Source: an optimization exercise on an open RTL-to-GDS flow (aim: small area, a short achievable clock period and few clock cycles). Production flows keep margins and buffers that such runs may drop. No run shown here included a check of the RTL's function; only the layout flow was run. Power figures rest on the tool's default switching activity, not on a simulated workload.

[flow/flow/run.sh]
#!/bin/bash
# Standard ORFS layout with two cell choices changed: small buffers on the
# ports instead of the delay cells buffer_ports picks by default, and no
# full/half-adder cells (ADDER_MAP_FILE empty), so abc maps the carry-save
# tree to XOR gates.  ORFS logs each tool under orfs/logs; make's own output
# goes to flow_make.log.
set -euo pipefail
export BUFFER_PORTS_ARGS="-buffer_cell sky130_fd_sc_hd__buf_1"
export ADDER_MAP_FILE=
bash standard.sh > flow_make.log 2>&1
[flow/standard.sh]
#!/bin/bash
# synth_recipe.tcl (not shown) runs the flow's synth.tcl, then flattens the netlist and writes it again
# the make line also repeats each setting of config.mk as NAME=value (left out here)
make -C /OpenROAD-flow-scripts/flow DESIGN_CONFIG=/design/flow/config.mk WORK_HOME=/design/flow/orfs CLKGATE_MAP_FILE= SYNTH_SCRIPT=/design/flow/synth_recipe.tcl "${@:-finish}"
[flow/config.mk]
export PLATFORM = sky130hd
export DESIGN_NAME = signed_right_shift_mplier
export DESIGN_NICKNAME = signed_right_shift_mplier
export VERILOG_FILES = /design/flow/design.v
export SDC_FILE = /design/flow/constraint.sdc
export NUM_CORES = 4
export LEC_CHECK = 0
export CAP_MARGIN = 20
export CORE_MARGIN = 2
export CORE_UTILIZATION = 40
export SETUP_SLACK_MARGIN = 2.5
export SLEW_MARGIN = 20
export SYNTH_HIERARCHICAL = 1
[flow/constraint.sdc]
create_clock -name core_clock -period 5.0 [get_ports {clk}]
set_input_delay 1.0000 -clock core_clock [delete_from_list [all_inputs] [get_ports {clk}]]
set_output_delay 1.0000 -clock core_clock [all_outputs]
set_load 0.01 [all_outputs]
[flow/design.v]
module signed_right_shift_mplier #(
    parameter N = 32
)(
    input                 clk,
    input                 rst_n,       
    input    [N-1:0]      mcand,
    input    [N-1:0]      mplier,
    output   [2*N-1:0]    product,
    output                done
);
    reg  [31:0] mc;           
    reg  [31:0] pl;           
    reg  [3:0]  e_one, e_two, e_neg;   
    reg  [32:0] S, C;         
    reg  [7:0]  sl, cl;       
    reg         cin;          
    reg  [31:0] ph;           
    reg  [3:0]  e_onen, e_twon, e_negn;   
    reg         first;        
    reg         firstn;       
    reg  [2:0]  cnt;
    function [11:0] benc(input [8:0] b);
        integer k;
        reg x2, x1, x0;
        begin
            for (k = 0; k < 4; k = k + 1) begin
                x2 = b[2*k+2]; x1 = b[2*k+1]; x0 = b[2*k];
                benc[k]     = x1 ^ x0;                               
                benc[4+k]   = (x2 & ~x1 & ~x0) | (~x2 & x1 & x0);    
                benc[8+k]   = x2;                                    
            end
        end
    endfunction
    wire [11:0] enc_start = benc({mplier[7:0], 1'b0});
    wire [11:0] enc_next  = benc(pl[15:7]);
    wire [32:0] mx  = {mc[31], mc};
    wire [32:0] mx2 = {mc, 1'b0};
    wire [3:0]  one_h = ~e_onen, two_h = ~e_twon, neg_h = ~e_negn;
    wire [32:0] pp0, pp1, pp2, pp3;
    wire [32:0] sel0 = {({16{one_h[0]}} & mx[32:17]) | ({16{two_h[0]}} & mx2[32:17]),
                        ({17{e_one[0]}} & mx[16:0]) | ({17{e_two[0]}} & mx2[16:0])};
    wire [32:0] sel1 = {({16{one_h[1]}} & mx[32:17]) | ({16{two_h[1]}} & mx2[32:17]),
                        ({17{e_one[1]}} & mx[16:0]) | ({17{e_two[1]}} & mx2[16:0])};
    wire [32:0] sel2 = {({16{one_h[2]}} & mx[32:17]) | ({16{two_h[2]}} & mx2[32:17]),
                        ({17{e_one[2]}} & mx[16:0]) | ({17{e_two[2]}} & mx2[16:0])};
    wire [32:0] sel3 = {({16{one_h[3]}} & mx[32:17]) | ({16{two_h[3]}} & mx2[32:17]),
                        ({17{e_one[3]}} & mx[16:0]) | ({17{e_two[3]}} & mx2[16:0])};
    assign pp0 = (sel0 ^ {{16{neg_h[0]}}, {17{e_neg[0]}}}) ^ {1'b1, 32'b0};
    assign pp1 = (sel1 ^ {{16{neg_h[1]}}, {17{e_neg[1]}}}) ^ {1'b1, 32'b0};
    assign pp2 = (sel2 ^ {{16{neg_h[2]}}, {17{e_neg[2]}}}) ^ {1'b1, 32'b0};
    assign pp3 = (sel3 ^ {{16{neg_h[3]}}, {17{e_neg[3]}}}) ^ {1'b1, 32'b0};
    wire [32:0] negs;
    genvar g;
    generate
        for (g = 0; g < 33; g = g + 1) begin : g_negs
            if (g % 2 == 0 && g < 31) begin : g_e
                assign negs[g] = pl[g+1];
            end else begin : g_o
                assign negs[g] = 1'b0;
            end
        end
    endgenerate
    wire        first_h = ~firstn;
    wire [32:0] hs = {first_h ? negs[32:17] : S[32:17], first ? negs[16:0] : S[16:0]};
    wire [32:0] hc = {first_h ? {1'b1, 15'b0} : C[32:17], first ? 17'b0 : C[16:0]};
    wire hs0_ = hs[4] ^ hc[4];
    wire hc0_ = hs[4] & hc[4];
    wire fs0, fc0;
    csa_fa u_fa0 (.a(hs[5]), .b(hc[5]), .c(pp0[5]), .s(fs0), .co(fc0));
    wire fs1, fc1;
    csa_fa u_fa1 (.a(hs[6]), .b(hc[6]), .c(pp0[6]), .s(fs1), .co(fc1));
    wire hs1_ = pp1[4] ^ pp2[2];
    wire hc1_ = pp1[4] & pp2[2];
    wire fs2, fc2;
    csa_fa u_fa2 (.a(hs[7]), .b(hc[7]), .c(pp0[7]), .s(fs2), .co(fc2));
    wire fs3, fc3;
    csa_fa u_fa3 (.a(pp1[5]), .b(pp2[3]), .c(pp3[1]), .s(fs3), .co(fc3));
    wire fs4, fc4;
    csa_fa u_fa4 (.a(hs[8]), .b(hc[8]), .c(pp0[8]), .s(fs4), .co(fc4));
    wire fs5, fc5;
    csa_fa u_fa5 (.a(pp1[6]), .b(pp2[4]), .c(pp3[2]), .s(fs5), .co(fc5));
    wire fs6, fc6;
    csa_fa u_fa6 (.a(hs[9]), .b(hc[9]), .c(pp0[9]), .s(fs6), .co(fc6));
    wire fs7, fc7;
    csa_fa u_fa7 (.a(pp1[7]), .b(pp2[5]), .c(pp3[3]), .s(fs7), .co(fc7));
    wire fs8, fc8;
    csa_fa u_fa8 (.a(hs[10]), .b(hc[10]), .c(pp0[10]), .s(fs8), .co(fc8));
    wire fs9, fc9;
    csa_fa u_fa9 (.a(pp1[8]), .b(pp2[6]), .c(pp3[4]), .s(fs9), .co(fc9));
    wire fs10, fc10;
    csa_fa u_fa10 (.a(hs[11]), .b(hc[11]), .c(pp0[11]), .s(fs10), .co(fc10));
    wire fs11, fc11;
    csa_fa u_fa11 (.a(pp1[9]), .b(pp2[7]), .c(pp3[5]), .s(fs11), .co(fc11));
    wire fs12, fc12;
    csa_fa u_fa12 (.a(hs[12]), .b(hc[12]), .c(pp0[12]), .s(fs12), .co(fc12));
    wire fs13, fc13;
    csa_fa u_fa13 (.a(pp1[10]), .b(pp2[8]), .c(pp3[6]), .s(fs13), .co(fc13));
    wire fs14, fc14;
    csa_fa u_fa14 (.a(hs[13]), .b(hc[13]), .c(pp0[13]), .s(fs14), .co(fc14));
    wire fs15, fc15;
    csa_fa u_fa15 (.a(pp1[11]), .b(pp2[9]), .c(pp3[7]), .s(fs15), .co(fc15));
    wire fs16, fc16;
    csa_fa u_fa16 (.a(hs[14]), .b(hc[14]), .c(pp0[14]), .s(fs16), .co(fc16));
    wire fs17, fc17;
    csa_fa u_fa17 (.a(pp1[12]), .b(pp2[10]), .c(pp3[8]), .s(fs17), .co(fc17));
    wire fs18, fc18;
    csa_fa u_fa18 (.a(hs[15]), .b(hc[15]), .c(pp0[15]), .s(fs18), .co(fc18));
    wire fs19, fc19;
    csa_fa u_fa19 (.a(pp1[13]), .b(pp2[11]), .c(pp3[9]), .s(fs19), .co(fc19));
    wire fs20, fc20;
    csa_fa u_fa20 (.a(hs[16]), .b(hc[16]), .c(pp0[16]), .s(fs20), .co(fc20));
    wire fs21, fc21;
    csa_fa u_fa21 (.a(pp1[14]), .b(pp2[12]), .c(pp3[10]), .s(fs21), .co(fc21));
    wire fs22, fc22;
    csa_fa u_fa22 (.a(hs[17]), .b(hc[17]), .c(pp0[17]), .s(fs22), .co(fc22));
    wire fs23, fc23;
    csa_fa u_fa23 (.a(pp1[15]), .b(pp2[13]), .c(pp3[11]), .s(fs23), .co(fc23));
    wire fs24, fc24;
    csa_fa u_fa24 (.a(hs[18]), .b(hc[18]), .c(pp0[18]), .s(fs24), .co(fc24));
    wire fs25, fc25;
    csa_fa u_fa25 (.a(pp1[16]), .b(pp2[14]), .c(pp3[12]), .s(fs25), .co(fc25));
    wire fs26, fc26;
    csa_fa u_fa26 (.a(hs[19]), .b(hc[19]), .c(pp0[19]), .s(fs26), .co(fc26));
    wire fs27, fc27;
    csa_fa u_fa27 (.a(pp1[17]), .b(pp2[15]), .c(pp3[13]), .s(fs27), .co(fc27));
    wire fs28, fc28;
    csa_fa u_fa28 (.a(hs[20]), .b(hc[20]), .c(pp0[20]), .s(fs28), .co(fc28));
    wire fs29, fc29;
    csa_fa u_fa29 (.a(pp1[18]), .b(pp2[16]), .c(pp3[14]), .s(fs29), .co(fc29));
    wire fs30, fc30;
    csa_fa u_fa30 (.a(hs[21]), .b(hc[21]), .c(pp0[21]), .s(fs30), .co(fc30));
    wire fs31, fc31;
    csa_fa u_fa31 (.a(pp1[19]), .b(pp2[17]), .c(pp3[15]), .s(fs31), .co(fc31));
    wire fs32, fc32;
    csa_fa u_fa32 (.a(hs[22]), .b(hc[22]), .c(pp0[22]), .s(fs32), .co(fc32));
    wire fs33, fc33;
    csa_fa u_fa33 (.a(pp1[20]), .b(pp2[18]), .c(pp3[16]), .s(fs33), .co(fc33));
    wire fs34, fc34;
    csa_fa u_fa34 (.a(hs[23]), .b(hc[23]), .c(pp0[23]), .s(fs34), .co(fc34));
    wire fs35, fc35;
    csa_fa u_fa35 (.a(pp1[21]), .b(pp2[19]), .c(pp3[17]), .s(fs35), .co(fc35));
    wire fs36, fc36;
    csa_fa u_fa36 (.a(hs[24]), .b(hc[24]), .c(pp0[24]), .s(fs36), .co(fc36));
    wire fs37, fc37;
    csa_fa u_fa37 (.a(pp1[22]), .b(pp2[20]), .c(pp3[18]), .s(fs37), .co(fc37));
    wire fs38, fc38;
    csa_fa u_fa38 (.a(hs[25]), .b(hc[25]), .c(pp0[25]), .s(fs38), .co(fc38));
    wire fs39, fc39;
    csa_fa u_fa39 (.a(pp1[23]), .b(pp2[21]), .c(pp3[19]), .s(fs39), .co(fc39));
    wire fs40, fc40;
    csa_fa u_fa40 (.a(hs[26]), .b(hc[26]), .c(pp0[26]), .s(fs40), .co(fc40));
    wire fs41, fc41;
    csa_fa u_fa41 (.a(pp1[24]), .b(pp2[22]), .c(pp3[20]), .s(fs41), .co(fc41));
    wire fs42, fc42;
    csa_fa u_fa42 (.a(hs[27]), .b(hc[27]), .c(pp0[27]), .s(fs42), .co(fc42));
    wire fs43, fc43;
    csa_fa u_fa43 (.a(pp1[25]), .b(pp2[23]), .c(pp3[21]), .s(fs43), .co(fc43));
    wire fs44, fc44;
    csa_fa u_fa44 (.a(hs[28]), .b(hc[28]), .c(pp0[28]), .s(fs44), .co(fc44));
    wire fs45, fc45;
    csa_fa u_fa45 (.a(pp1[26]), .b(pp2[24]), .c(pp3[22]), .s(fs45), .co(fc45));
    wire fs46, fc46;
    csa_fa u_fa46 (.a(hs[29]), .b(hc[29]), .c(pp0[29]), .s(fs46), .co(fc46));
    wire fs47, fc47;
    csa_fa u_fa47 (.a(pp1[27]), .b(pp2[25]), .c(pp3[23]), .s(fs47), .co(fc47));
    wire fs48, fc48;
    csa_fa u_fa48 (.a(hs[30]), .b(hc[30]), .c(pp0[30]), .s(fs48), .co(fc48));
    wire fs49, fc49;
    csa_fa u_fa49 (.a(pp1[28]), .b(pp2[26]), .c(pp3[24]), .s(fs49), .co(fc49));
    wire fs50, fc50;
    csa_fa u_fa50 (.a(hs[31]), .b(hc[31]), .c(pp0[31]), .s(fs50), .co(fc50));
    wire fs51, fc51;
    csa_fa u_fa51 (.a(pp1[29]), .b(pp2[27]), .c(pp3[25]), .s(fs51), .co(fc51));
    wire fs52, fc52;
    csa_fa u_fa52 (.a(hs[32]), .b(hc[32]), .c(pp0[32]), .s(fs52), .co(fc52));
    wire fs53, fc53;
    csa_fa u_fa53 (.a(pp1[30]), .b(pp2[28]), .c(pp3[26]), .s(fs53), .co(fc53));
    wire fs54 = ~(pp1[31] ^ pp2[29]);
    wire fc54 = pp1[31] | pp2[29];
    wire hs2_ = hs[2] ^ hc[2];
    wire hc2_ = hs[2] & hc[2];
    wire fs55, fc55;
    csa_fa u_fa55 (.a(hs[3]), .b(hc[3]), .c(pp0[3]), .s(fs55), .co(fc55));
    wire fs56, fc56;
    csa_fa u_fa56 (.a(hs0_), .b(pp0[4]), .c(pp1[2]), .s(fs56), .co(fc56));
    wire fs57, fc57;
    csa_fa u_fa57 (.a(hc0_), .b(pp1[3]), .c(pp2[1]), .s(fs57), .co(fc57));
    wire fs58, fc58;
    csa_fa u_fa58 (.a(pp3[0]), .b(hs1_), .c(fc0), .s(fs58), .co(fc58));
    wire fs59, fc59;
    csa_fa u_fa59 (.a(hc1_), .b(fc1), .c(fs2), .s(fs59), .co(fc59));
    wire fs60, fc60;
    csa_fa u_fa60 (.a(fc2), .b(fc3), .c(fs4), .s(fs60), .co(fc60));
    wire fs61, fc61;
    csa_fa u_fa61 (.a(fc4), .b(fc5), .c(fs6), .s(fs61), .co(fc61));
    wire fs62, fc62;
    csa_fa u_fa62 (.a(fc6), .b(fc7), .c(fs8), .s(fs62), .co(fc62));
    wire fs63, fc63;
    csa_fa u_fa63 (.a(fc8), .b(fc9), .c(fs10), .s(fs63), .co(fc63));
    wire fs64, fc64;
    csa_fa u_fa64 (.a(fc10), .b(fc11), .c(fs12), .s(fs64), .co(fc64));
    wire fs65, fc65;
    csa_fa u_fa65 (.a(fc12), .b(fc13), .c(fs14), .s(fs65), .co(fc65));
    wire fs66, fc66;
    csa_fa u_fa66 (.a(fc14), .b(fc15), .c(fs16), .s(fs66), .co(fc66));
    wire fs67, fc67;
    csa_fa u_fa67 (.a(fc16), .b(fc17), .c(fs18), .s(fs67), .co(fc67));
    wire fs68, fc68;
    csa_fa u_fa68 (.a(fc18), .b(fc19), .c(fs20), .s(fs68), .co(fc68));
    wire fs69, fc69;
    csa_fa u_fa69 (.a(fc20), .b(fc21), .c(fs22), .s(fs69), .co(fc69));
    wire fs70, fc70;
    csa_fa u_fa70 (.a(fc22), .b(fc23), .c(fs24), .s(fs70), .co(fc70));
    wire fs71, fc71;
    csa_fa u_fa71 (.a(fc24), .b(fc25), .c(fs26), .s(fs71), .co(fc71));
    wire fs72, fc72;
    csa_fa u_fa72 (.a(fc26), .b(fc27), .c(fs28), .s(fs72), .co(fc72));
    wire fs73, fc73;
    csa_fa u_fa73 (.a(fc28), .b(fc29), .c(fs30), .s(fs73), .co(fc73));
    wire fs74, fc74;
    csa_fa u_fa74 (.a(fc30), .b(fc31), .c(fs32), .s(fs74), .co(fc74));
    wire fs75, fc75;
    csa_fa u_fa75 (.a(fc32), .b(fc33), .c(fs34), .s(fs75), .co(fc75));
    wire fs76, fc76;
    csa_fa u_fa76 (.a(fc34), .b(fc35), .c(fs36), .s(fs76), .co(fc76));
    wire fs77, fc77;
    csa_fa u_fa77 (.a(fc36), .b(fc37), .c(fs38), .s(fs77), .co(fc77));
    wire fs78, fc78;
    csa_fa u_fa78 (.a(fc38), .b(fc39), .c(fs40), .s(fs78), .co(fc78));
    wire fs79, fc79;
    csa_fa u_fa79 (.a(fc40), .b(fc41), .c(fs42), .s(fs79), .co(fc79));
    wire fs80, fc80;
    csa_fa u_fa80 (.a(fc42), .b(fc43), .c(fs44), .s(fs80), .co(fc80));
    wire fs81, fc81;
    csa_fa u_fa81 (.a(fc44), .b(fc45), .c(fs46), .s(fs81), .co(fc81));
    wire fs82, fc82;
    csa_fa u_fa82 (.a(fc46), .b(fc47), .c(fs48), .s(fs82), .co(fc82));
    wire fs83, fc83;
    csa_fa u_fa83 (.a(fc48), .b(fc49), .c(fs50), .s(fs83), .co(fc83));
    wire fs84, fc84;
    csa_fa u_fa84 (.a(fc50), .b(fc51), .c(fs52), .s(fs84), .co(fc84));
    wire fs85, fc85;
    csa_fa u_fa85 (.a(pp3[27]), .b(fc52), .c(fc53), .s(fs85), .co(fc85));
    wire fs86, fc86;
    csa_fa u_fa86 (.a(pp1[32]), .b(pp2[30]), .c(pp3[28]), .s(fs86), .co(fc86));
    wire hs3_ = 1'b1 ^ pp2[31];
    wire hc3_ = 1'b1 & pp2[31];
    wire fs87, fc87;
    csa_fa u_fa87 (.a(hs[0]), .b(hc[0]), .c(pp0[0]), .s(fs87), .co(fc87));
    wire fs88, fc88;
    csa_fa u_fa88 (.a(hs[1]), .b(hc[1]), .c(pp0[1]), .s(fs88), .co(fc88));
    wire fs89, fc89;
    csa_fa u_fa89 (.a(hs2_), .b(pp0[2]), .c(pp1[0]), .s(fs89), .co(fc89));
    wire fs90, fc90;
    csa_fa u_fa90 (.a(hc2_), .b(pp1[1]), .c(fs55), .s(fs90), .co(fc90));
    wire fs91, fc91;
    csa_fa u_fa91 (.a(pp2[0]), .b(fc55), .c(fs56), .s(fs91), .co(fc91));
    wire fs92, fc92;
    csa_fa u_fa92 (.a(fc56), .b(fs0), .c(fs57), .s(fs92), .co(fc92));
    wire fs93, fc93;
    csa_fa u_fa93 (.a(fc57), .b(fs1), .c(fs58), .s(fs93), .co(fc93));
    wire fs94, fc94;
    csa_fa u_fa94 (.a(fs3), .b(fc58), .c(fs59), .s(fs94), .co(fc94));
    wire fs95, fc95;
    csa_fa u_fa95 (.a(fs5), .b(fc59), .c(fs60), .s(fs95), .co(fc95));
    wire fs96, fc96;
    csa_fa u_fa96 (.a(fs7), .b(fc60), .c(fs61), .s(fs96), .co(fc96));
    wire fs97, fc97;
    csa_fa u_fa97 (.a(fs9), .b(fc61), .c(fs62), .s(fs97), .co(fc97));
    wire fs98, fc98;
    csa_fa u_fa98 (.a(fs11), .b(fc62), .c(fs63), .s(fs98), .co(fc98));
    wire fs99, fc99;
    csa_fa u_fa99 (.a(fs13), .b(fc63), .c(fs64), .s(fs99), .co(fc99));
    wire fs100, fc100;
    csa_fa u_fa100 (.a(fs15), .b(fc64), .c(fs65), .s(fs100), .co(fc100));
    wire fs101, fc101;
    csa_fa u_fa101 (.a(fs17), .b(fc65), .c(fs66), .s(fs101), .co(fc101));
    wire fs102, fc102;
    csa_fa u_fa102 (.a(fs19), .b(fc66), .c(fs67), .s(fs102), .co(fc102));
    wire fs103, fc103;
    csa_fa u_fa103 (.a(fs21), .b(fc67), .c(fs68), .s(fs103), .co(fc103));
    wire fs104, fc104;
    csa_fa u_fa104 (.a(fs23), .b(fc68), .c(fs69), .s(fs104), .co(fc104));
    wire fs105, fc105;
    csa_fa u_fa105 (.a(fs25), .b(fc69), .c(fs70), .s(fs105), .co(fc105));
    wire fs106, fc106;
    csa_fa u_fa106 (.a(fs27), .b(fc70), .c(fs71), .s(fs106), .co(fc106));
    wire fs107, fc107;
    csa_fa u_fa107 (.a(fs29), .b(fc71), .c(fs72), .s(fs107), .co(fc107));
    wire fs108, fc108;
    csa_fa u_fa108 (.a(fs31), .b(fc72), .c(fs73), .s(fs108), .co(fc108));
    wire fs109, fc109;
    csa_fa u_fa109 (.a(fs33), .b(fc73), .c(fs74), .s(fs109), .co(fc109));
    wire fs110, fc110;
    csa_fa u_fa110 (.a(fs35), .b(fc74), .c(fs75), .s(fs110), .co(fc110));
    wire fs111, fc111;
    csa_fa u_fa111 (.a(fs37), .b(fc75), .c(fs76), .s(fs111), .co(fc111));
    wire fs112, fc112;
    csa_fa u_fa112 (.a(fs39), .b(fc76), .c(fs77), .s(fs112), .co(fc112));
    wire fs113, fc113;
    csa_fa u_fa113 (.a(fs41), .b(fc77), .c(fs78), .s(fs113), .co(fc113));
    wire fs114, fc114;
    csa_fa u_fa114 (.a(fs43), .b(fc78), .c(fs79), .s(fs114), .co(fc114));
    wire fs115, fc115;
    csa_fa u_fa115 (.a(fs45), .b(fc79), .c(fs80), .s(fs115), .co(fc115));
    wire fs116, fc116;
    csa_fa u_fa116 (.a(fs47), .b(fc80), .c(fs81), .s(fs116), .co(fc116));
    wire fs117, fc117;
    csa_fa u_fa117 (.a(fs49), .b(fc81), .c(fs82), .s(fs117), .co(fc117));
    wire fs118, fc118;
    csa_fa u_fa118 (.a(fs51), .b(fc82), .c(fs83), .s(fs118), .co(fc118));
    wire fs119, fc119;
    csa_fa u_fa119 (.a(fs53), .b(fc83), .c(fs84), .s(fs119), .co(fc119));
    wire fs120, fc120;
    csa_fa u_fa120 (.a(fs54), .b(fs85), .c(fc84), .s(fs120), .co(fc120));
    wire fs121, fc121;
    csa_fa u_fa121 (.a(fc54), .b(fs86), .c(fc85), .s(fs121), .co(fc121));
    wire fs122, fc122;
    csa_fa u_fa122 (.a(pp3[29]), .b(hs3_), .c(fc86), .s(fs122), .co(fc122));
    wire fs123, fc123;
    csa_fa u_fa123 (.a(pp2[32]), .b(pp3[30]), .c(hc3_), .s(fs123), .co(fc123));
    wire hs4_ = 1'b1 ^ pp3[31];
    wire hc4_ = 1'b1 & pp3[31];
    wire [40:0] cs_s = {1'b0, 1'b1, pp3[32], hs4_, fs123, fs122, fs121, fs120, fs119, fs118, fs117, fs116, fs115, fs114, fs113, fs112, fs111, fs110, fs109, fs108, fs107, fs106, fs105, fs104, fs103, fs102, fs101, fs100, fs99, fs98, fs97, fs96, fs95, fs94, fs93, fs92, fs91, fs90, fs89, fs88, fs87};
    wire [40:0] cs_c = {1'b0, 1'b0, hc4_, fc123, fc122, fc121, fc120, fc119, fc118, fc117, fc116, fc115, fc114, fc113, fc112, fc111, fc110, fc109, fc108, fc107, fc106, fc105, fc104, fc103, fc102, fc101, fc100, fc99, fc98, fc97, fc96, fc95, fc94, fc93, fc92, fc91, fc90, fc89, fc88, fc87, 1'b0};
    wire [39:0] fa_a = {S[31:0], sl};
    wire [39:0] fa_b = {C[31:0], cl[7:1], cin};
    wire [39:0] pg_g = fa_a & fa_b;
    wire [39:0] pg_p = fa_a ^ fa_b;
    wire sk_g0_1;
    pfx_gray u_sk0 (.gh(pg_g[1]), .ph(pg_p[1]), .gl(pg_g[0]), .g(sk_g0_1));
    wire sk_g0_3, sk_p0_3;
    pfx_black u_sk1 (.gh(pg_g[3]), .ph(pg_p[3]), .gl(pg_g[2]), .pl(pg_p[2]), .g(sk_g0_3), .p(sk_p0_3));
    wire sk_g0_5, sk_p0_5;
    pfx_black u_sk2 (.gh(pg_g[5]), .ph(pg_p[5]), .gl(pg_g[4]), .pl(pg_p[4]), .g(sk_g0_5), .p(sk_p0_5));
    wire sk_g0_7, sk_p0_7;
    pfx_black u_sk3 (.gh(pg_g[7]), .ph(pg_p[7]), .gl(pg_g[6]), .pl(pg_p[6]), .g(sk_g0_7), .p(sk_p0_7));
    wire sk_g0_9, sk_p0_9;
    pfx_black u_sk4 (.gh(pg_g[9]), .ph(pg_p[9]), .gl(pg_g[8]), .pl(pg_p[8]), .g(sk_g0_9), .p(sk_p0_9));
    wire sk_g0_11, sk_p0_11;
    pfx_black u_sk5 (.gh(pg_g[11]), .ph(pg_p[11]), .gl(pg_g[10]), .pl(pg_p[10]), .g(sk_g0_11), .p(sk_p0_11));
    wire sk_g0_13, sk_p0_13;
    pfx_black u_sk6 (.gh(pg_g[13]), .ph(pg_p[13]), .gl(pg_g[12]), .pl(pg_p[12]), .g(sk_g0_13), .p(sk_p0_13));
    wire sk_g0_15, sk_p0_15;
    pfx_black u_sk7 (.gh(pg_g[15]), .ph(pg_p[15]), .gl(pg_g[14]), .pl(pg_p[14]), .g(sk_g0_15), .p(sk_p0_15));
    wire sk_g0_17, sk_p0_17;
    pfx_black u_sk8 (.gh(pg_g[17]), .ph(pg_p[17]), .gl(pg_g[16]), .pl(pg_p[16]), .g(sk_g0_17), .p(sk_p0_17));
    wire sk_g0_19, sk_p0_19;
    pfx_black u_sk9 (.gh(pg_g[19]), .ph(pg_p[19]), .gl(pg_g[18]), .pl(pg_p[18]), .g(sk_g0_19), .p(sk_p0_19));
    wire sk_g0_21, sk_p0_21;
    pfx_black u_sk10 (.gh(pg_g[21]), .ph(pg_p[21]), .gl(pg_g[20]), .pl(pg_p[20]), .g(sk_g0_21), .p(sk_p0_21));
    wire sk_g0_23, sk_p0_23;
    pfx_black u_sk11 (.gh(pg_g[23]), .ph(pg_p[23]), .gl(pg_g[22]), .pl(pg_p[22]), .g(sk_g0_23), .p(sk_p0_23));
    wire sk_g0_25, sk_p0_25;
    pfx_black u_sk12 (.gh(pg_g[25]), .ph(pg_p[25]), .gl(pg_g[24]), .pl(pg_p[24]), .g(sk_g0_25), .p(sk_p0_25));
    wire sk_g0_27, sk_p0_27;
    pfx_black u_sk13 (.gh(pg_g[27]), .ph(pg_p[27]), .gl(pg_g[26]), .pl(pg_p[26]), .g(sk_g0_27), .p(sk_p0_27));
    wire sk_g0_29, sk_p0_29;
    pfx_black u_sk14 (.gh(pg_g[29]), .ph(pg_p[29]), .gl(pg_g[28]), .pl(pg_p[28]), .g(sk_g0_29), .p(sk_p0_29));
    wire sk_g0_31, sk_p0_31;
    pfx_black u_sk15 (.gh(pg_g[31]), .ph(pg_p[31]), .gl(pg_g[30]), .pl(pg_p[30]), .g(sk_g0_31), .p(sk_p0_31));
    wire sk_g0_33, sk_p0_33;
    pfx_black u_sk16 (.gh(pg_g[33]), .ph(pg_p[33]), .gl(pg_g[32]), .pl(pg_p[32]), .g(sk_g0_33), .p(sk_p0_33));
    wire sk_g0_35, sk_p0_35;
    pfx_black u_sk17 (.gh(pg_g[35]), .ph(pg_p[35]), .gl(pg_g[34]), .pl(pg_p[34]), .g(sk_g0_35), .p(sk_p0_35));
    wire sk_g0_37, sk_p0_37;
    pfx_black u_sk18 (.gh(pg_g[37]), .ph(pg_p[37]), .gl(pg_g[36]), .pl(pg_p[36]), .g(sk_g0_37), .p(sk_p0_37));
    wire sk_g0_39, sk_p0_39;
    pfx_black u_sk19 (.gh(pg_g[39]), .ph(pg_p[39]), .gl(pg_g[38]), .pl(pg_p[38]), .g(sk_g0_39), .p(sk_p0_39));
    wire sk_g1_2;
    pfx_gray u_sk20 (.gh(pg_g[2]), .ph(pg_p[2]), .gl(sk_g0_1), .g(sk_g1_2));
    wire sk_g1_3;
    pfx_gray u_sk21 (.gh(sk_g0_3), .ph(sk_p0_3), .gl(sk_g0_1), .g(sk_g1_3));
    wire sk_g1_6, sk_p1_6;
    pfx_black u_sk22 (.gh(pg_g[6]), .ph(pg_p[6]), .gl(sk_g0_5), .pl(sk_p0_5), .g(sk_g1_6), .p(sk_p1_6));
    wire sk_g1_7, sk_p1_7;
    pfx_black u_sk23 (.gh(sk_g0_7), .ph(sk_p0_7), .gl(sk_g0_5), .pl(sk_p0_5), .g(sk_g1_7), .p(sk_p1_7));
    wire sk_g1_10, sk_p1_10;
    pfx_black u_sk24 (.gh(pg_g[10]), .ph(pg_p[10]), .gl(sk_g0_9), .pl(sk_p0_9), .g(sk_g1_10), .p(sk_p1_10));
    wire sk_g1_11, sk_p1_11;
    pfx_black u_sk25 (.gh(sk_g0_11), .ph(sk_p0_11), .gl(sk_g0_9), .pl(sk_p0_9), .g(sk_g1_11), .p(sk_p1_11));
    wire sk_g1_14, sk_p1_14;
    pfx_black u_sk26 (.gh(pg_g[14]), .ph(pg_p[14]), .gl(sk_g0_13), .pl(sk_p0_13), .g(sk_g1_14), .p(sk_p1_14));
    wire sk_g1_15, sk_p1_15;
    pfx_black u_sk27 (.gh(sk_g0_15), .ph(sk_p0_15), .gl(sk_g0_13), .pl(sk_p0_13), .g(sk_g1_15), .p(sk_p1_15));
    wire sk_g1_18, sk_p1_18;
    pfx_black u_sk28 (.gh(pg_g[18]), .ph(pg_p[18]), .gl(sk_g0_17), .pl(sk_p0_17), .g(sk_g1_18), .p(sk_p1_18));
    wire sk_g1_19, sk_p1_19;
    pfx_black u_sk29 (.gh(sk_g0_19), .ph(sk_p0_19), .gl(sk_g0_17), .pl(sk_p0_17), .g(sk_g1_19), .p(sk_p1_19));
    wire sk_g1_22, sk_p1_22;
    pfx_black u_sk30 (.gh(pg_g[22]), .ph(pg_p[22]), .gl(sk_g0_21), .pl(sk_p0_21), .g(sk_g1_22), .p(sk_p1_22));
    wire sk_g1_23, sk_p1_23;
    pfx_black u_sk31 (.gh(sk_g0_23), .ph(sk_p0_23), .gl(sk_g0_21), .pl(sk_p0_21), .g(sk_g1_23), .p(sk_p1_23));
    wire sk_g1_26, sk_p1_26;
    pfx_black u_sk32 (.gh(pg_g[26]), .ph(pg_p[26]), .gl(sk_g0_25), .pl(sk_p0_25), .g(sk_g1_26), .p(sk_p1_26));
    wire sk_g1_27, sk_p1_27;
    pfx_black u_sk33 (.gh(sk_g0_27), .ph(sk_p0_27), .gl(sk_g0_25), .pl(sk_p0_25), .g(sk_g1_27), .p(sk_p1_27));
    wire sk_g1_30, sk_p1_30;
    pfx_black u_sk34 (.gh(pg_g[30]), .ph(pg_p[30]), .gl(sk_g0_29), .pl(sk_p0_29), .g(sk_g1_30), .p(sk_p1_30));
    wire sk_g1_31, sk_p1_31;
    pfx_black u_sk35 (.gh(sk_g0_31), .ph(sk_p0_31), .gl(sk_g0_29), .pl(sk_p0_29), .g(sk_g1_31), .p(sk_p1_31));
    wire sk_g1_34, sk_p1_34;
    pfx_black u_sk36 (.gh(pg_g[34]), .ph(pg_p[34]), .gl(sk_g0_33), .pl(sk_p0_33), .g(sk_g1_34), .p(sk_p1_34));
    wire sk_g1_35, sk_p1_35;
    pfx_black u_sk37 (.gh(sk_g0_35), .ph(sk_p0_35), .gl(sk_g0_33), .pl(sk_p0_33), .g(sk_g1_35), .p(sk_p1_35));
    wire sk_g1_38, sk_p1_38;
    pfx_black u_sk38 (.gh(pg_g[38]), .ph(pg_p[38]), .gl(sk_g0_37), .pl(sk_p0_37), .g(sk_g1_38), .p(sk_p1_38));
    wire sk_g1_39, sk_p1_39;
    pfx_black u_sk39 (.gh(sk_g0_39), .ph(sk_p0_39), .gl(sk_g0_37), .pl(sk_p0_37), .g(sk_g1_39), .p(sk_p1_39));
    wire sk_g2_4;
    pfx_gray u_sk40 (.gh(pg_g[4]), .ph(pg_p[4]), .gl(sk_g1_3), .g(sk_g2_4));
    wire sk_g2_5;
    pfx_gray u_sk41 (.gh(sk_g0_5), .ph(sk_p0_5), .gl(sk_g1_3), .g(sk_g2_5));
    wire sk_g2_6;
    pfx_gray u_sk42 (.gh(sk_g1_6), .ph(sk_p1_6), .gl(sk_g1_3), .g(sk_g2_6));
    wire sk_g2_7;
    pfx_gray u_sk43 (.gh(sk_g1_7), .ph(sk_p1_7), .gl(sk_g1_3), .g(sk_g2_7));
    wire sk_g2_12, sk_p2_12;
    pfx_black u_sk44 (.gh(pg_g[12]), .ph(pg_p[12]), .gl(sk_g1_11), .pl(sk_p1_11), .g(sk_g2_12), .p(sk_p2_12));
    wire sk_g2_13, sk_p2_13;
    pfx_black u_sk45 (.gh(sk_g0_13), .ph(sk_p0_13), .gl(sk_g1_11), .pl(sk_p1_11), .g(sk_g2_13), .p(sk_p2_13));
    wire sk_g2_14, sk_p2_14;
    pfx_black u_sk46 (.gh(sk_g1_14), .ph(sk_p1_14), .gl(sk_g1_11), .pl(sk_p1_11), .g(sk_g2_14), .p(sk_p2_14));
    wire sk_g2_15, sk_p2_15;
    pfx_black u_sk47 (.gh(sk_g1_15), .ph(sk_p1_15), .gl(sk_g1_11), .pl(sk_p1_11), .g(sk_g2_15), .p(sk_p2_15));
    wire sk_g2_20, sk_p2_20;
    pfx_black u_sk48 (.gh(pg_g[20]), .ph(pg_p[20]), .gl(sk_g1_19), .pl(sk_p1_19), .g(sk_g2_20), .p(sk_p2_20));
    wire sk_g2_21, sk_p2_21;
    pfx_black u_sk49 (.gh(sk_g0_21), .ph(sk_p0_21), .gl(sk_g1_19), .pl(sk_p1_19), .g(sk_g2_21), .p(sk_p2_21));
    wire sk_g2_22, sk_p2_22;
    pfx_black u_sk50 (.gh(sk_g1_22), .ph(sk_p1_22), .gl(sk_g1_19), .pl(sk_p1_19), .g(sk_g2_22), .p(sk_p2_22));
    wire sk_g2_23, sk_p2_23;
    pfx_black u_sk51 (.gh(sk_g1_23), .ph(sk_p1_23), .gl(sk_g1_19), .pl(sk_p1_19), .g(sk_g2_23), .p(sk_p2_23));
    wire sk_g2_28, sk_p2_28;
    pfx_black u_sk52 (.gh(pg_g[28]), .ph(pg_p[28]), .gl(sk_g1_27), .pl(sk_p1_27), .g(sk_g2_28), .p(sk_p2_28));
    wire sk_g2_29, sk_p2_29;
    pfx_black u_sk53 (.gh(sk_g0_29), .ph(sk_p0_29), .gl(sk_g1_27), .pl(sk_p1_27), .g(sk_g2_29), .p(sk_p2_29));
    wire sk_g2_30, sk_p2_30;
    pfx_black u_sk54 (.gh(sk_g1_30), .ph(sk_p1_30), .gl(sk_g1_27), .pl(sk_p1_27), .g(sk_g2_30), .p(sk_p2_30));
    wire sk_g2_31, sk_p2_31;
    pfx_black u_sk55 (.gh(sk_g1_31), .ph(sk_p1_31), .gl(sk_g1_27), .pl(sk_p1_27), .g(sk_g2_31), .p(sk_p2_31));
    wire sk_g2_36, sk_p2_36;
    pfx_black u_sk56 (.gh(pg_g[36]), .ph(pg_p[36]), .gl(sk_g1_35), .pl(sk_p1_35), .g(sk_g2_36), .p(sk_p2_36));
    wire sk_g2_37, sk_p2_37;
    pfx_black u_sk57 (.gh(sk_g0_37), .ph(sk_p0_37), .gl(sk_g1_35), .pl(sk_p1_35), .g(sk_g2_37), .p(sk_p2_37));
    wire sk_g2_38, sk_p2_38;
    pfx_black u_sk58 (.gh(sk_g1_38), .ph(sk_p1_38), .gl(sk_g1_35), .pl(sk_p1_35), .g(sk_g2_38), .p(sk_p2_38));
    wire sk_g2_39, sk_p2_39;
    pfx_black u_sk59 (.gh(sk_g1_39), .ph(sk_p1_39), .gl(sk_g1_35), .pl(sk_p1_35), .g(sk_g2_39), .p(sk_p2_39));
    wire sk_g3_8;
    pfx_gray u_sk60 (.gh(pg_g[8]), .ph(pg_p[8]), .gl(sk_g2_7), .g(sk_g3_8));
    wire sk_g3_9;
    pfx_gray u_sk61 (.gh(sk_g0_9), .ph(sk_p0_9), .gl(sk_g2_7), .g(sk_g3_9));
    wire sk_g3_10;
    pfx_gray u_sk62 (.gh(sk_g1_10), .ph(sk_p1_10), .gl(sk_g2_7), .g(sk_g3_10));
    wire sk_g3_11;
    pfx_gray u_sk63 (.gh(sk_g1_11), .ph(sk_p1_11), .gl(sk_g2_7), .g(sk_g3_11));
    wire sk_g3_12;
    pfx_gray u_sk64 (.gh(sk_g2_12), .ph(sk_p2_12), .gl(sk_g2_7), .g(sk_g3_12));
    wire sk_g3_13;
    pfx_gray u_sk65 (.gh(sk_g2_13), .ph(sk_p2_13), .gl(sk_g2_7), .g(sk_g3_13));
    wire sk_g3_14;
    pfx_gray u_sk66 (.gh(sk_g2_14), .ph(sk_p2_14), .gl(sk_g2_7), .g(sk_g3_14));
    wire sk_g3_15;
    pfx_gray u_sk67 (.gh(sk_g2_15), .ph(sk_p2_15), .gl(sk_g2_7), .g(sk_g3_15));
    wire sk_g3_24, sk_p3_24;
    pfx_black u_sk68 (.gh(pg_g[24]), .ph(pg_p[24]), .gl(sk_g2_23), .pl(sk_p2_23), .g(sk_g3_24), .p(sk_p3_24));
    wire sk_g3_25, sk_p3_25;
    pfx_black u_sk69 (.gh(sk_g0_25), .ph(sk_p0_25), .gl(sk_g2_23), .pl(sk_p2_23), .g(sk_g3_25), .p(sk_p3_25));
    wire sk_g3_26, sk_p3_26;
    pfx_black u_sk70 (.gh(sk_g1_26), .ph(sk_p1_26), .gl(sk_g2_23), .pl(sk_p2_23), .g(sk_g3_26), .p(sk_p3_26));
    wire sk_g3_27, sk_p3_27;
    pfx_black u_sk71 (.gh(sk_g1_27), .ph(sk_p1_27), .gl(sk_g2_23), .pl(sk_p2_23), .g(sk_g3_27), .p(sk_p3_27));
    wire sk_g3_28, sk_p3_28;
    pfx_black u_sk72 (.gh(sk_g2_28), .ph(sk_p2_28), .gl(sk_g2_23), .pl(sk_p2_23), .g(sk_g3_28), .p(sk_p3_28));
    wire sk_g3_29, sk_p3_29;
    pfx_black u_sk73 (.gh(sk_g2_29), .ph(sk_p2_29), .gl(sk_g2_23), .pl(sk_p2_23), .g(sk_g3_29), .p(sk_p3_29));
    wire sk_g3_30, sk_p3_30;
    pfx_black u_sk74 (.gh(sk_g2_30), .ph(sk_p2_30), .gl(sk_g2_23), .pl(sk_p2_23), .g(sk_g3_30), .p(sk_p3_30));
    wire sk_g3_31, sk_p3_31;
    pfx_black u_sk75 (.gh(sk_g2_31), .ph(sk_p2_31), .gl(sk_g2_23), .pl(sk_p2_23), .g(sk_g3_31), .p(sk_p3_31));
    wire sk_g4_16;
    pfx_gray u_sk76 (.gh(pg_g[16]), .ph(pg_p[16]), .gl(sk_g3_15), .g(sk_g4_16));
    wire sk_g4_17;
    pfx_gray u_sk77 (.gh(sk_g0_17), .ph(sk_p0_17), .gl(sk_g3_15), .g(sk_g4_17));
    wire sk_g4_18;
    pfx_gray u_sk78 (.gh(sk_g1_18), .ph(sk_p1_18), .gl(sk_g3_15), .g(sk_g4_18));
    wire sk_g4_19;
    pfx_gray u_sk79 (.gh(sk_g1_19), .ph(sk_p1_19), .gl(sk_g3_15), .g(sk_g4_19));
    wire sk_g4_20;
    pfx_gray u_sk80 (.gh(sk_g2_20), .ph(sk_p2_20), .gl(sk_g3_15), .g(sk_g4_20));
    wire sk_g4_21;
    pfx_gray u_sk81 (.gh(sk_g2_21), .ph(sk_p2_21), .gl(sk_g3_15), .g(sk_g4_21));
    wire sk_g4_22;
    pfx_gray u_sk82 (.gh(sk_g2_22), .ph(sk_p2_22), .gl(sk_g3_15), .g(sk_g4_22));
    wire sk_g4_23;
    pfx_gray u_sk83 (.gh(sk_g2_23), .ph(sk_p2_23), .gl(sk_g3_15), .g(sk_g4_23));
    wire sk_g4_24;
    pfx_gray u_sk84 (.gh(sk_g3_24), .ph(sk_p3_24), .gl(sk_g3_15), .g(sk_g4_24));
    wire sk_g4_25;
    pfx_gray u_sk85 (.gh(sk_g3_25), .ph(sk_p3_25), .gl(sk_g3_15), .g(sk_g4_25));
    wire sk_g4_26;
    pfx_gray u_sk86 (.gh(sk_g3_26), .ph(sk_p3_26), .gl(sk_g3_15), .g(sk_g4_26));
    wire sk_g4_27;
    pfx_gray u_sk87 (.gh(sk_g3_27), .ph(sk_p3_27), .gl(sk_g3_15), .g(sk_g4_27));
    wire sk_g4_28;
    pfx_gray u_sk88 (.gh(sk_g3_28), .ph(sk_p3_28), .gl(sk_g3_15), .g(sk_g4_28));
    wire sk_g4_29;
    pfx_gray u_sk89 (.gh(sk_g3_29), .ph(sk_p3_29), .gl(sk_g3_15), .g(sk_g4_29));
    wire sk_g4_30;
    pfx_gray u_sk90 (.gh(sk_g3_30), .ph(sk_p3_30), .gl(sk_g3_15), .g(sk_g4_30));
    wire sk_g4_31;
    pfx_gray u_sk91 (.gh(sk_g3_31), .ph(sk_p3_31), .gl(sk_g3_15), .g(sk_g4_31));
    wire sk_g5_32;
    pfx_gray u_sk92 (.gh(pg_g[32]), .ph(pg_p[32]), .gl(sk_g4_31), .g(sk_g5_32));
    wire sk_g5_33;
    pfx_gray u_sk93 (.gh(sk_g0_33), .ph(sk_p0_33), .gl(sk_g4_31), .g(sk_g5_33));
    wire sk_g5_34;
    pfx_gray u_sk94 (.gh(sk_g1_34), .ph(sk_p1_34), .gl(sk_g4_31), .g(sk_g5_34));
    wire sk_g5_35;
    pfx_gray u_sk95 (.gh(sk_g1_35), .ph(sk_p1_35), .gl(sk_g4_31), .g(sk_g5_35));
    wire sk_g5_36;
    pfx_gray u_sk96 (.gh(sk_g2_36), .ph(sk_p2_36), .gl(sk_g4_31), .g(sk_g5_36));
    wire sk_g5_37;
    pfx_gray u_sk97 (.gh(sk_g2_37), .ph(sk_p2_37), .gl(sk_g4_31), .g(sk_g5_37));
    wire sk_g5_38;
    pfx_gray u_sk98 (.gh(sk_g2_38), .ph(sk_p2_38), .gl(sk_g4_31), .g(sk_g5_38));
    wire sk_g5_39;
    pfx_gray u_sk99 (.gh(sk_g2_39), .ph(sk_p2_39), .gl(sk_g4_31), .g(sk_g5_39));
    wire [39:0] fsum;
    assign fsum[0] = pg_p[0];
    assign fsum[1] = pg_p[1] ^ pg_g[0];
    assign fsum[2] = pg_p[2] ^ sk_g0_1;
    assign fsum[3] = pg_p[3] ^ sk_g1_2;
    assign fsum[4] = pg_p[4] ^ sk_g1_3;
    assign fsum[5] = pg_p[5] ^ sk_g2_4;
    assign fsum[6] = pg_p[6] ^ sk_g2_5;
    assign fsum[7] = pg_p[7] ^ sk_g2_6;
    assign fsum[8] = pg_p[8] ^ sk_g2_7;
    assign fsum[9] = pg_p[9] ^ sk_g3_8;
    assign fsum[10] = pg_p[10] ^ sk_g3_9;
    assign fsum[11] = pg_p[11] ^ sk_g3_10;
    assign fsum[12] = pg_p[12] ^ sk_g3_11;
    assign fsum[13] = pg_p[13] ^ sk_g3_12;
    assign fsum[14] = pg_p[14] ^ sk_g3_13;
    assign fsum[15] = pg_p[15] ^ sk_g3_14;
    assign fsum[16] = pg_p[16] ^ sk_g3_15;
    assign fsum[17] = pg_p[17] ^ sk_g4_16;
    assign fsum[18] = pg_p[18] ^ sk_g4_17;
    assign fsum[19] = pg_p[19] ^ sk_g4_18;
    assign fsum[20] = pg_p[20] ^ sk_g4_19;
    assign fsum[21] = pg_p[21] ^ sk_g4_20;
    assign fsum[22] = pg_p[22] ^ sk_g4_21;
    assign fsum[23] = pg_p[23] ^ sk_g4_22;
    assign fsum[24] = pg_p[24] ^ sk_g4_23;
    assign fsum[25] = pg_p[25] ^ sk_g4_24;
    assign fsum[26] = pg_p[26] ^ sk_g4_25;
    assign fsum[27] = pg_p[27] ^ sk_g4_26;
    assign fsum[28] = pg_p[28] ^ sk_g4_27;
    assign fsum[29] = pg_p[29] ^ sk_g4_28;
    assign fsum[30] = pg_p[30] ^ sk_g4_29;
    assign fsum[31] = pg_p[31] ^ sk_g4_30;
    assign fsum[32] = pg_p[32] ^ sk_g4_31;
    assign fsum[33] = pg_p[33] ^ sk_g5_32;
    assign fsum[34] = pg_p[34] ^ sk_g5_33;
    assign fsum[35] = pg_p[35] ^ sk_g5_34;
    assign fsum[36] = pg_p[36] ^ sk_g5_35;
    assign fsum[37] = pg_p[37] ^ sk_g5_36;
    assign fsum[38] = pg_p[38] ^ sk_g5_37;
    assign fsum[39] = pg_p[39] ^ sk_g5_38;
    wire cout = sk_g2_7;
    always @(posedge clk) begin
        first  <= ~rst_n;
        firstn <= rst_n;
        if (!rst_n) begin
            mc    <= mcand;
            pl    <= mplier;
            e_one <= enc_start[3:0];
            e_two <= enc_start[7:4];
            e_neg <= enc_start[11:8];
            e_onen <= ~enc_start[3:0];
            e_twon <= ~enc_start[7:4];
            e_negn <= ~enc_start[11:8];
            cnt   <= 3'd0;
        end else begin
            pl    <= {fsum[7:0], pl[31:8]};
            e_one <= enc_next[3:0];
            e_two <= enc_next[7:4];
            e_neg <= enc_next[11:8];
            e_onen <= ~enc_next[3:0];
            e_twon <= ~enc_next[7:4];
            e_negn <= ~enc_next[11:8];
            cnt   <= cnt + 3'd1;
        end
        S   <= cs_s[40:8];
        C   <= cs_c[40:8];
        sl  <= cs_s[7:0];
        cl  <= cs_c[7:0];
        cin <= first ? 1'b0 : cout;
        ph  <= fsum[39:8];
    end
    assign product = {ph, pl};
    assign done    = (cnt == 3'd5);
endmodule
module pfx_black (
    input  gh,
    input  ph,
    input  gl,
    input  pl,
    output g,
    output p
);
    assign g = gh | (ph & gl);
    assign p = ph & pl;
endmodule
module pfx_gray (
    input  gh,
    input  ph,
    input  gl,
    output g
);
    assign g = gh | (ph & gl);
endmodule
module csa_fa (
    input  a,
    input  b,
    input  c,
    output s,
    output co
);
    assign s  = a ^ b ^ c;
    assign co = (a & b) | (a & c) | (b & c);
endmodule
==> metrics.md, run 1 <==
| Metric | Value |
|---|---|
| Synth top area cells | dfxtp_1 23%, xor3_1 21%, maj3_1 8.6% |
| WL/cell | 19.5 µm |
| CP Data Required Time | 5340 ps |
| Total power | 0.0132 W |
| Clock-pin transition on the worst setup and hold timing paths | 80 ps |
| Synth Register Bits | 199 |
| Post-synth cell types | 38 |
| Fin area | 15700 µm² |
| Nets | 1394 |
| Worst hold path class | reg2reg |
| H-tree level count | 4 |
| Root buffer cell | clkbuf_16 |
| Fin crit period | 2440 ps |
| Worst-Margin Slew | 857 ps |
| Crit Path Class | reg2reg |
| Yosys warnings | 7 |
| CTS Buf Count | 17 |
| DR vias/cell | 5.20 |
| DR vias | 9368 |
| Slowest cell on the critical path | dfxtp_4 |
| Synth-to-Final Area Change | 10.1% |
| I/O pin cnt | 131 |
| Peak supply drop | 0.372 mV |
| Die footprint | 37200 µm² |
| Type of origin of the critical path | flip-flop |
| Starting DRC count in detailed routing | 554 |
| WL final | 35100 µm |
| Mapped Avg Cell Area | 11.4 µm² |
| Cells after synthesis | 1247 |
| Reg-to-reg slack, setup | 2560 ps |
| CORE AREA | 35300 µm² |
| Vias in the first global route | 9357 |
| Row cnt | 69 |
| Most frequent cell on the critical path | xor3_1 |
| Synth area leader | dfxtp_1 |
| Crit path largest cell delay | 530 ps |
| Leading cell type in the layout, fill and taps excluded | dfxtp_1 |
| Max_slew headroom | 0.428 |
| IO Port Bufs | 130 |
| Pwr dens | 842 nW/µm² |
| Maximum clock path buffer count | 2 |
| Crit-path cells | buf_4 -> mux2_1 -> xor3_1 -> maj3_1 -> xor3_1 |
| RSZ-0062 raised after global routing | false |
| Clock latency (worst-skew pair) | 460 ps |
| Post-synth top area share | 0.235 |
| Fin Setup TNS | 0 ps |
| Die W | 193 µm |
| CTS tree | built |
| Diode count | 0 |
| FILL cells | 3354 |
| Clock Skew | 16.6 ps |
| Placed cells | 1770 |
| Tot GR Track Use | 0.196 |
| P_leak | 6.87 nW |
| Worst path arrival time | 2780 ps |
| Status | finished clean |
| Netlist Area Pre-Place | 14300 µm² |
| Fmax | 0.410 GHz |
| Antenna violations before repair | 0 |
| Period utilization | 0.488 |
| Post-CTS Setup Bufs | 0 |
| Multi-input gate area | 9490 µm² |
| Total congestion overflow | 0 |
| CP endpoint kind | flip-flop |
| Layout cell share with drive strength beyond 1 | 0.0738 |
| First-pass GRT wire length | 54600 µm |
| Cell Count, Final, Fillers Out | 1802 |
| FF+latch area | 4330 µm² |
| Clk sinks | 199 |
| Post-route ant nets | 0 |
| Fin. Hold Viols | 0 |
| Post-synthesis sequential area ratio | 0.302 |
| Most frequent cells in the layout | 145 x dfxtp_1, 135 x xnor2_1, 129 x buf_1 |
| GPL Wtd Cong | 0.817 |
| Critical path fanouts, max | 25 |
| Initial Utilization | 0.404 |
| DRC Markers | 0 |
| Initial DRT Pass Iterations | 6 |
| Die Height | 193 µm |
| Placed Area | 15000 µm² |
| Max-Cap Viols | 0 |
| Largest net degree at the start of global routing | 53 |
| Post-DP HPWL | 26800 µm |
| Final Setup Violations | 0 |
| Slew Viols, Final | 0 |
state kept, by name (all words and copies together) (netlist names):
name    flops
mc         32
ph         32
C          31
S          31
pl         29
sl          8
cl          7
e_negn      4
e_one       4
e_onen      4
e_two       4
e_twon      4
cnt         3
e_neg       3
cin         1
first       1
firstn      1
power by group:
group | switching [W] | leakage [nW] | internal, W
clock | 0.000762 | 0.311 | 0.000725
combinational | 0.00356 | 4.83 | 0.00504
sequential | 0.000708 | 1.72 | 0.00242
cell families after synthesis:
kind of cell | after synthesis | share of synthesized area
adder cells (fa/ha/maj) | 123 | 0.0864
other | 1 | 0.000263
flip-flops | 199 | 0.302
AO/OA/AOI/OAI | 239 | 0.121
buffers and inverters | 107 | 0.0362
AND/OR/NAND/NOR | 190 | 0.0779
multiplexers | 45 | 0.0353
XOR/XNOR | 343 | 0.341
Yosys cell counts (all sizes together):
master and count:
a211oi 1, xor2 84, o22ai 60, o211ai 2
a21o 98, nor3b 4, nor2 10, o21a 3
a22oi 64, nand2 26, edfxtp 32, and2 120
a21oi 3, and3b 3, dfxtp 167, buf 60
o31ai 2, o31a 2, inv 29, conb 1
clkbuf 18, mux2 42, nor2b 27, mux2i 3
maj3 123, o21ai 4, xnor2 136, xor3 123
through the flow:
stage	setup WS (ps)	hold WS [ps]	utilization
6_report	2560	456	0.444
3_3_place_gp	2190	431	0.424
2_1_floorplan	2750	418	-
4_1_cts	2510	460	0.443
3_5_place_dp	2110	441	0.424
5_1_grt	2510	488	0.444
Yosys stat by module (local to each module, per instance):
module,copies in the design,flip-flops and latches,cell area [µm²],cells
csa_fa,123,0,33.8,2
pfx_black,58,0,13.8,2
pfx_gray,38,0,7.51,1
signed_right_shift_mplier,1,199,9020,847
per-layer routing:
metal  vias to the layer above  routed length [µm]  track usage
li1                       4536                   -            -
met1                      4616               16000        0.259
met2                       186               17000        0.331
met3                        30                1500       0.0356
met4                         0                 561       0.0461
met5                         -                   0            0
layout make-up:
type                    instances  area share
multi-input cells             944       0.605
flip-flops and latches        199       0.276
well taps                     461      0.0368
repair buffers                137      0.0345
clock buffers                  18      0.0287
clock inverters                14      0.0121
inverters                      29     0.00710
worst paths after layout:
kind / startpoint / to / depth (start not counted)
min: cnt[0]$_SDFF_PN0_ / cnt[0]$_SDFF_PN0_ / 1
max: first$_DFF_P_ / S[1]$_DFF_P_ / 5
max reg2reg: first$_DFF_P_ / S[1]$_DFF_P_ / 5
min reg2reg: cnt[0]$_SDFF_PN0_ / cnt[0]$_SDFF_PN0_ / 1
worst max-delay path: cells and delay by family, from the launching register on:
kind       cells  cell delay [ps]
fa+ha+maj      1              390
buf+inv        1              240
xor+xnor       2              770
flops          1              530
mux            1              370
what timing repair did:
action,CTS,global route
hold buffers,0,0
resized for setup,16,15
endpoints found under the setup margin,68,59
==> run 2: changes to the inputs <==
==> flow/flow/run.sh (replaced) <==
#!/bin/bash
# Standard ORFS layout, but with small buffers on the ports instead of the
# delay cells buffer_ports picks by default.  Each tool's output is logged
# by ORFS under orfs/logs; make's own output goes to flow_make.log.
set -euo pipefail
export BUFFER_PORTS_ARGS="-buffer_cell sky130_fd_sc_hd__buf_1"
bash standard.sh > flow_make.log 2>&1
==> metrics.md, run 2 <==
| Metric | Value |
|---|---|
| WL final | 30900 µm (-12%) |
| Crit Path Class | reg2reg |
| CTS Buf Count | 17 (unchanged) |
| Delay-heaviest family, CP | adder cells |
| FF+latch area | 4370 µm² (+0.89%) |
| Die footprint | 32700 µm² (-12%) |
| Fin. Hold Viols | 0 (unchanged) |
| Type of origin of the critical path | flip-flop |
| Peak supply drop | 0.269 mV (-28%) |
| First-pass GRT wire length | 48000 µm (-12%) |
| Most frequent cell after synthesis | dfxtp_1 |
| IO Port Bufs | 130 (unchanged) |
| Fin Setup TNS | 0 ps (unchanged) |
| Worst-Margin Slew | 690 ps (-167 ps) |
| Clk sinks | 199 (unchanged) |
| Netlist Area Pre-Place | 12500 µm² (-12%) |
| Slew Viols, Final | 0 (unchanged) |
| Post-route ant nets | 0 (unchanged) |
| Diode count | 0 (unchanged) |
| Tot GR Track Use | 0.189 (-0.00705) |
| Fmax | 0.400 GHz (-2.3%) |
| Crit path largest cell delay | 530 ps (about the same) |
| Critical path startpoint | mc[15]$_DFFE_PN_ |
| Post-synthesis sequential area ratio | 0.344 (+0.0421) |
| Largest net degree at the start of global routing | 35 (-34%) |
| Fin crit period | 2500 ps (+58.6 ps) |
| CP Data Required Time | 5340 ps (about the same) |
| Slowest cell on the critical path | edfxtp_1 |
| Clock Skew | 12.2 ps (-4.47 ps) |
| Die Height | 181 µm (-6.2%) |
| Antenna violations before repair | 0 (unchanged) |
| Crit-path cells | a22oi_2 -> xnor2_2 -> fa_1 -> fa_1 -> fa_1 |
| Post-DP HPWL | 23000 µm (-14%) |
| R2R cell count | 5 (unchanged) |
| Die W | 181 µm (-6.2%) |
| CORE AREA | 30700 µm² (-13%) |
| Max-Cap Viols | 0 (unchanged) |
| Buf/Inv on CP | 0 (-1) |
| Multi-input gate area | 7820 µm² (-18%) |
| H-tree level count | 4 (unchanged) |
| Worst R2R End | S[7]$_DFF_P_ |
| Most frequent cells in the layout | 144 x dfxtp_1, 140 x xnor2_1, 129 x buf_1 |
| Row cnt | 64 (-7.2%) |
| Cells after synthesis | 1090 (-13%) |
| Fin area | 14300 µm² (-8.8%) |
| Initial Utilization | 0.408 (+0.00422) |
| Final Setup Violations | 0 (unchanged) |
| Nets | 1448 (+3.9%) |
| Status | finished clean |
| Top post-synthesis cells by count | 167 x dfxtp_1, 142 x xnor2_1, 123 x fa_1, 97 x a21o_1, 81 x and2_1 |
| Vias in the first global route | 8470 (-9.5%) |
| Reg-to-reg slack, setup | 2500 ps (-60 ps) |
| I/O pin cnt | 131 (unchanged) |
| Leading cell type in the layout, fill and taps excluded | dfxtp_1 |
| EDFF count, synth | 32 (unchanged) |
| Synth Register Bits | 199 (unchanged) |
| CTS tree | built |
| Post-synth top area share | 0.267 (+0.0327) |
| Period utilization | 0.499 (+0.0117) |
| Ys async rst share | 0 (unchanged) |
| Yosys warnings | 7 (unchanged) |
| Most frequent cell on the critical path | fa_1 |
| Post-synth cell types | 36 (-5.3%) |
| Starting DRC count in detailed routing | 610 (+10%) |
| Largest registers | mc x32, ph x32 |
| Clock-pin transition on the worst setup and hold timing paths | 80 ps (about the same) |
| Top FF cell, synth | dfxtp_1 |
| FF-to-FF Start | mc[15]$_DFFE_PN_ |
| Layout cell share with drive strength beyond 1 | 0.155 (+0.0810) |
| Hold-critical path endpoint | cnt[0]$_SDFF_PN0_ |
| CP endpoint kind | flip-flop |
| Synth area leader | dfxtp_1 |
| Total congestion overflow | 0 (unchanged) |
| Synth-to-Final Area Change | 14.3% |
| Worst hold path class | reg2reg |
| Pwr dens | 748 nW/µm² (-11%) |
| DR vias/cell | 5.11 (-1.8%) |
| Worst path arrival time | 2830 ps (+50 ps) |
| Hold path depth | 1 (unchanged) |
| RSZ-0062 raised after global routing | true |
| DRC Markers | 0 (unchanged) |
| Max_slew headroom | 0.540 (+0.112) |
| Clock latency (worst-skew pair) | 450 ps (about the same) |
| Maximum clock path buffer count | 2 (unchanged) |
| P_leak | 5.95 nW (-13%) |
| Mapped Avg Cell Area | 11.5 µm² (+0.41%) |
| Root buffer cell | clkbuf_16 |
| Placed Area | 13100 µm² (-12%) |
| GPL Wtd Cong | 0.868 (+6.3%) |
| DR vias | 8288 (-12%) |
| WL/cell | 19.0 µm (-2.3%) |
| FILL cells | 2843 (-15%) |
| Critical path fanouts, max | 8 (-68%) |
| Worst min-delay path startpoint | cnt[0]$_SDFF_PN0_ |
| Synth top area cells | dfxtp_1 27%, fa_1 20%, xnor2_1 9.9% |
| Initial DRT Pass Iterations | 5 (-1) |
-- run 2: worst register-to-register path, cell delays in order (launching register included) --
cell and delay (ps):
edfxtp_1 530, a22oi_2 320, xnor2_2 160, fa_1 450
fa_1 530, fa_1 400
-- run 2: logic make-up (layout without fill, tap and decap cells) --
group | count (synthesis) | count (layout) | synth area share
multiplexers | 39 | 39 | 0.0349
flip-flops | 199 | 199 | 0.344
adder cells (fa/ha/maj) | 168 | 168 | 0.242
XOR/XNOR | 180 | 180 | 0.126
other | 1 | 2 | 0.000300
AND/OR/NAND/NOR | 150 | 150 | 0.0709
AO/OA/AOI/OAI | 249 | 249 | 0.141
buffers and inverters | 104 | 240 | 0.0414
-- run 2: per-module statistics from Yosys, one instance, submodules excluded --
module	area [µm²]	cells inside	times used	flip-flops and latches
pfx_gray	7.51	1	38	0
pfx_black	13.8	2	58	0
csa_fa	20.0	1	123	0
signed_right_shift_mplier	8970	813	1	199
-- run 2: layout make-up --
| class | count | area share |
|---|---|---|
| clock buffers | 18 | 0.0300 |
| clock inverters | 14 | 0.0130 |
| inverters | 26 | 0.00744 |
| multi-input cells | 788 | 0.547 |
| flip-flops and latches | 199 | 0.306 |
| well taps | 396 | 0.0346 |
| repair buffers | 182 | 0.0623 |
-- run 2: per-layer routing --
metal / up-vias / routed length (µm) / track usage
li1: 3971 / - / -
met1: 4073 / 14600 / 0.269
met2: 210 / 14200 / 0.291
met3: 34 / 1470 / 0.0373
met4: 0 / 566 / 0.0545
met5: - / 0 / 0
-- run 2: power breakdown --
group	switching (W)	internal, W
logic	0.00319	0.00306
clock network	0.000689	0.000764
registers	0.000580	0.00242
total	0.00446	0.00625
-- run 2: worst max path at each step --
stage | end | slack (ps) | cells after the start
after floorplan | S[1]$_DFF_P_ | 2520 | 6
after global placement | S[23]$_DFF_P_ | 2030 | 4
after detailed placement | S[17]$_DFF_P_ | 1960 | 4
after CTS | S[14]$_DFF_P_ | 2510 | 6
after global routing | S[11]$_DFF_P_ | 2400 | 6
final | S[7]$_DFF_P_ | 2500 | 5
-- run 2: metrics by stage --
step / power (W) / worst slack (ps) / hold WS (ps) / instances / util
3_3_place_gp: 0.00887 / 2030 / 422 / 1546 / 0.428
3_5_place_dp: 0.00909 / 1960 / 441 / 1546 / 0.428
5_1_grt: 0.0117 / 2400 / 480 / 1623 / 0.466
4_1_cts: 0.0107 / 2510 / 460 / 1585 / 0.453
6_report: 0.0107 / 2500 / 454 / 1623 / 0.466
2_1_floorplan: 0.00734 / 2520 / 406 / 1091 / -
-- run 2: what timing repair did --
| item | in CTS | in global routing |
|---|---|---|
| endpoints found under the setup margin | 77 | 43 |
| hold buffers | 0 | 0 |
| pin swaps | 1 | 17 |
| resized for setup | 45 | 44 |
| setup buffers | 7 | 38 |
==> run 3: changes to the inputs <==
--- a/flow/config.mk
+++ b/flow/config.mk
@@ -9,4 +9,5 @@
 export CORE_MARGIN = 2
 export CORE_UTILIZATION = 40
+export CTS_BUF_LIST = sky130_fd_sc_hd__clkbuf_4 sky130_fd_sc_hd__clkbuf_8
 export SETUP_SLACK_MARGIN = 2.5
 export SLEW_MARGIN = 20
==> metrics.md, run 3 <==
| Metric | Value |
|---|---|
| Starting DRC count in detailed routing | 635 (+4.1%) |
| DRC Markers | 0 (unchanged) |
| Ys async rst share | 0 (unchanged) |
| CORE AREA | 30700 µm² (unchanged) |
| Slew Viols, Final | 0 (unchanged) |
| Slowest cell on the critical path | edfxtp_1 |
| Root buffer cell | clkbuf_8 |
| Synth Register Bits | 199 (unchanged) |
| Top FF cell, synth | dfxtp_1 |
| Synth area leader | dfxtp_1 |
| Most frequent cells in the layout | 144 x dfxtp_1, 139 x xnor2_1, 129 x buf_1 |
| Fin. Hold Viols | 0 (unchanged) |
| Synth-to-Final Area Change | 12.3% |
| RSZ-0062 raised after global routing | true |
| CTS tree | built |
| Worst-Margin Slew | 686 ps (-4.05 ps) |
| Peak supply drop | 0.226 mV (-16%) |
| Synth top area cells | dfxtp_1 27%, fa_1 20%, xnor2_1 9.9% |
| Max-Cap Viols | 0 (unchanged) |
| WL/cell | 18.9 µm (-0.36%) |
| Row cnt | 64 (unchanged) |
| Clock-pin transition on the worst setup and hold timing paths | 110 ps (+30 ps) |
| Post-route ant nets | 0 (unchanged) |
| Layout cell share with drive strength beyond 1 | 0.150 (-0.00505) |
| Critical path fanouts, max | 8 (unchanged) |
| Worst path arrival time | 2900 ps (+70 ps) |
| DR vias/cell | 5.14 (+0.66%) |
| I/O pin cnt | 131 (unchanged) |
| FILL cells | 2868 (+0.88%) |
| Most frequent cell after synthesis | dfxtp_1 |
| Antenna violations before repair | 0 (unchanged) |
| Pwr dens | 735 nW/µm² (-1.8%) |
| Status | finished clean |
| Cells after synthesis | 1090 (unchanged) |
## run 3: cell counts after synthesis
Identical to the previous run, type by type.
## run 3: cell families (layout without fill, tap and decap cells)
| group | count (synthesis) | in the layout | synth area share |
|---|---|---|---|
| AND/OR/NAND/NOR | 150 | 150 | 0.0709 |
| XOR/XNOR | 180 | 180 | 0.126 |
| other | 1 | 2 | 0.000300 |
| flip-flops | 199 | 199 | 0.344 |
| multiplexers | 39 | 39 | 0.0349 |
| adder cells (fa/ha/maj) | 168 | 168 | 0.242 |
| AO/OA/AOI/OAI | 249 | 249 | 0.141 |
| buffers and inverters | 104 | 228 | 0.0414 |
## run 3: metrics by stage
step                std cells  hold WS, ps  area [µm²]  total power (W)  setup slack (ps)
floorplan                1091          406       12500          0.00734              2520
global placement         1546          422       13100          0.00887              2030
detailed placement       1546          441       13100          0.00909              1960
CTS                      1586          468       13700           0.0103              2510
global route             1611          486       14100           0.0114              2450
finish                   1611          462       14100           0.0103              2490
## run 3: Yosys stat by module, one instance, submodules excluded
| module | copies in the design | area, µm² |
|---|---|---|
| signed_right_shift_mplier | 1 | 8970 |
| csa_fa | 123 | 20.0 |
| pfx_black | 58 | 13.8 |
| pfx_gray | 38 | 7.51 |
## run 3: path summary, 6_finish.rpt
| path | start | to | slack (ps) | depth (start not counted) |
|---|---|---|---|---|
| setup reg to reg | mc[13]$_DFFE_PN_ | S[5]$_DFF_P_ | 2490 | 5 |
| setup / recovery | mc[13]$_DFFE_PN_ | S[5]$_DFF_P_ | 2490 | 5 |
| hold reg to reg | cnt[0]$_SDFF_PN0_ | cnt[0]$_SDFF_PN0_ | 460 | 1 |
| hold / removal | cnt[0]$_SDFF_PN0_ | cnt[0]$_SDFF_PN0_ | 460 | 1 |
## run 3: layout make-up
class / instances / area, µm² / share of cell area
clock buffer: 18 / 241 / 0.0172
clock inverter: 14 / 186 / 0.0133
timing repair buffer: 170 / 813 / 0.0579
sequential: 199 / 4380 / 0.311
tap: 396 / 495 / 0.0353
multi-input combinational: 788 / 7830 / 0.557
inverter: 26 / 106 / 0.00757
## run 3: routing by layer
metal	share of wire	routed length (µm)	track usage	vias to the layer above
met5	0	0	0	-
met4	0.023	706	0.0600	0
met3	0.052	1600	0.0403	45
met2	0.45	13800	0.286	227
met1	0.47	14400	0.268	4074
li1	-	-	-	3935
## run 3: worst max-delay path: cells and delay by family, from the launching register on
family / cells / cell delay [ps]
adder cells (fa/ha/maj): 3 / 1390
flip-flops: 1 / 560
AO/OA/AOI/OAI: 1 / 300
XOR/XNOR: 1 / 170
## run 3: what timing repair did
item / in CTS / in global routing
setup buffers: 8 / 25
endpoints found under the setup margin: 77 / 46
pin swaps: 1 / 13
cloned: 0 / 0
resized for setup: 45 / 49
## run 3: power by group through the flow
stage                     clock network, W  registers, W  logic [W]
after floorplan                          0       0.00275    0.00459
after global placement                   0       0.00304    0.00583
after detailed placement                 0       0.00304    0.00605
after CTS                          0.00116       0.00300    0.00616
after global routing               0.00123       0.00306    0.00708
final                              0.00113       0.00299    0.00620

Check on run 3: ideal ports give 2.485 ns setup slack; a clkbuf_16 on the clock port and buf_2 on the inputs give 2.485 ns; moving port delays by the midpoint clock arrival (0.543 ns) as well gives 2.169 ns.
